Context: an optimization exercise on an open-source flow, tuned for small area, a short achievable clock period and few clock cycles. The choices shown serve that exercise and are no tape-out recipe. In this exercise RTL edits were held to simulation tests only and were not proved equivalent to the original.

// fix_audio_ns
module fix_audio_ns(
	output reg ack,
	output reg overflow,
	output reg [15:0] tx_data,
	input [15:0] rx_data,
	input [51:0] conf,
	input req,
	input enable,
	input rstn, clk
);
make LEC_CHECK=0 CAP_MARGIN=40 CORE_MARGIN=2 CORE_UTILIZATION=40 SLEW_MARGIN=60 finish   # period 90.0 ns
run.sh (not shown) runs the stock make flow with config.mk's settings and CLKGATE_MAP_FILE= SYNTH_SCRIPT=/design/flow/synth_recipe.tcl, a recipe that flattens the netlist after the stock synthesis.
The first run produced a clean layout.
Testbench counts at the start, summed over its fixed seeds: cycles 33,600.
Then changed:
--- a/flow/design.v
+++ b/flow/design.v
@@ -93,16 +93,15 @@
 reg ovf;
 reg hpend, lpend;
 reg [15:0] ha, la;
 reg ha_v, ha_o, la_o;
 reg [1:0] ha_sel, la_sel;
 reg [2:0] ps;                       
 reg [15:0] dused, dr, dq;
-reg [2:0] dph;                      
-reg dlong;                          
+reg [2:0] dph;
 wire [15:0] hxv = nsh != 3'd0 ? hx : 16'd0;
 wire [15:0] x1v = nsh >= 3'd1 ? x1 : 16'd0;
 wire [15:0] x2v = nsh >= 3'd2 ? x2 : 16'd0;
 wire [15:0] x3v = nsh >= 3'd3 ? x3 : 16'd0;
 wire [15:0] x4v = nsh >= 3'd4 ? x4 : 16'd0;
 wire [15:0] x5v = nsh >= 3'd5 ? x5 : 16'd0;
 wire [15:0] y2v = nsh >= 3'd1 ? y2 : 16'd0;
@@ -135,20 +134,16 @@
 			t = r17 - {1'b0, d};
 			n = {n[14:0], ~t[16]};
 			r = t[16] ? r17[15:0] : t[15:0];
 		end
 		div4 = {r, n};
 	end
 endfunction
-wire [15:0] dr0 = dph != 3'd0 ? dr : dlong ? {6'd0, ae[15:6]} : {2'd0, ae[15:2]};
-wire [15:0] dq0 = dph != 3'd0 ? dq : dlong ? {ae[5:0], 10'd0} : {ae[1:0], 14'd0};
-wire [31:0] dstep = div4(dr0, dq0, ad);
+wire [31:0] dstep = dph == 3'd0 ? div4({6'd0, ae[15:6]}, {ae[5:0], 10'd0}, ad) : div4(dr, dq, ad);
 wire [15:0] kq = dstep[15:0];
-wire dshort_bad = ~dlong & ({2'd0, ae[15:2]} >= ad);
-wire dlast = dlong ? dph == 3'd3 : dph == 3'd2;
 wire kready = (dph == 3'd4) & (dused == eec_nst);
 wire idle_free = (st == P_IDLE) & ~go;
 wire m1free = idle_free | (st == P_X);
 wire m2free = m1free | go | (st == P_VOL);
 wire ha_ok = ha_v & (ha_sel == sel_hpf);
 wire [2:0] ps_e = la_sel == sel_lpf ? ps : 3'd0;
 wire do_ha = m2free & hen & ~ha_ok & ~((st == P_X) & tg);
@@ -255,15 +250,14 @@
 		ovf <= 1'b0;
 		nsh <= 3'd0;
 		hpend <= 1'b0;
 		lpend <= 1'b0;
 		ha_v <= 1'b0;
 		ps <= 3'd0;
 		dph <= 3'd5;
-		dlong <= 1'b0;
 		hy <= 16'd0;
 		y1 <= 16'd0;
 		es <= 16'd0;
 		eec <= 16'd0;
 	end
 	else begin
 		st <= st_n;
@@ -293,31 +287,27 @@
 				overflow <= ovf | ovf1;
 			end
 			default: ;
 			endcase
 			if (shift_now & nsh != 3'd5) nsh <= nsh + 3'd1;
 			ha_v <= ha_ok_n;
 			ps <= shift_now ? 3'd0 : ps_n;
-			if (k_go | dph == 3'd5 | dused != eec_nst) begin
-				dph <= 3'd0; dlong <= 1'b0;
-			end
-			else if (dph == 3'd0 & dshort_bad) dlong <= 1'b1;
-			else if (dlast) dph <= 3'd4;
+			if (k_go | dph == 3'd5 | dused != eec_nst) dph <= 3'd0;
 			else if (dph != 3'd4) dph <= dph + 3'd1;
 		end
 	end
 end
 always @(posedge clk) begin
 	if ((st == P_IDLE) & ~(go & enable)) data <= rx_data;
 	if (enable) begin
 		if (k_go) dused <= s2[15:0] + pnc;
 		else if (dph == 3'd5 | dused != eec_nst) dused <= eec_nst;
-		else if (dph != 3'd4 & ~(dph == 3'd0 & dshort_bad)) begin
+		else if (dph != 3'd4) begin
 			dr <= dstep[31:16];
-			dq <= dlast ? (sgn_k ? ~kq + 16'd1 : kq) : kq;
+			dq <= dph == 3'd3 ? (sgn_k ? ~kq + 16'd1 : kq) : kq;
 		end
 		if (do_ha) begin
 			ha <= s2[15:0]; ha_o <= s2[16]; ha_sel <= sel_hpf;
 		end
 		if (do_la1 | do_la2) begin
 			la <= do_la2 ? s2[15:0] : s1[15:0];
 			la_o <= (ps_e != 3'd0 & la_o) | do_la1 & s1[16] | do_la2 & s2[16];
Result: The new run finished clean. Cell area rises by 3.2%. Non-clock buffer count falls by 1. Maximum frequency rises by 0.66%. Global-route usage falls by 1.0 points. Wire length rises by 0.67%. Sequential share of layout area falls by 0.73 points. Via count rises by 4.2%. Critical path depth falls by 5. Final cell count rises by 5.3%. Setup slack gets better by 0.13 ns.
Testbench counts after the change, summed over its fixed seeds: cycles 34,560.

## separate check: timing with driven ports
The flow's constraints put no driver on any port. The routed layouts listed below were extracted and timed again, unchanged, in two steps. Step 1 sets driving cells, clkbuf_16 on the clock port and buf_2 on the other inputs (assumed; they add their load-dependent delay and slew). Step 2 adds t to the input delays and takes it off the output delays; t is the mean of the earliest and latest rising clock arrival at the registers after step 1. Input paths then give back, and output paths get back, about the clock's delay inside the block. Slacks: ideal / step 1 / step 2; pairs: ideal / step 1.
| run | shift t [ns] | setup slack, ns | worst setup path at the end | slew at the worst register clock pin (ns) |
|---|---|---|---|---|
| the first run | 0.711 | 70.069 / 70.108 / 69.398 | input to register | 0.08 / 0.08 |
| the second run | 0.699 | 70.201 / 70.127 / 69.607 | input to register | 0.07 / 0.07 |
After both steps every run listed still meets setup and hold. The setup slack of the first run, which loses most, moves by +0.039 ns with the drivers and by -0.671 ns with both steps.
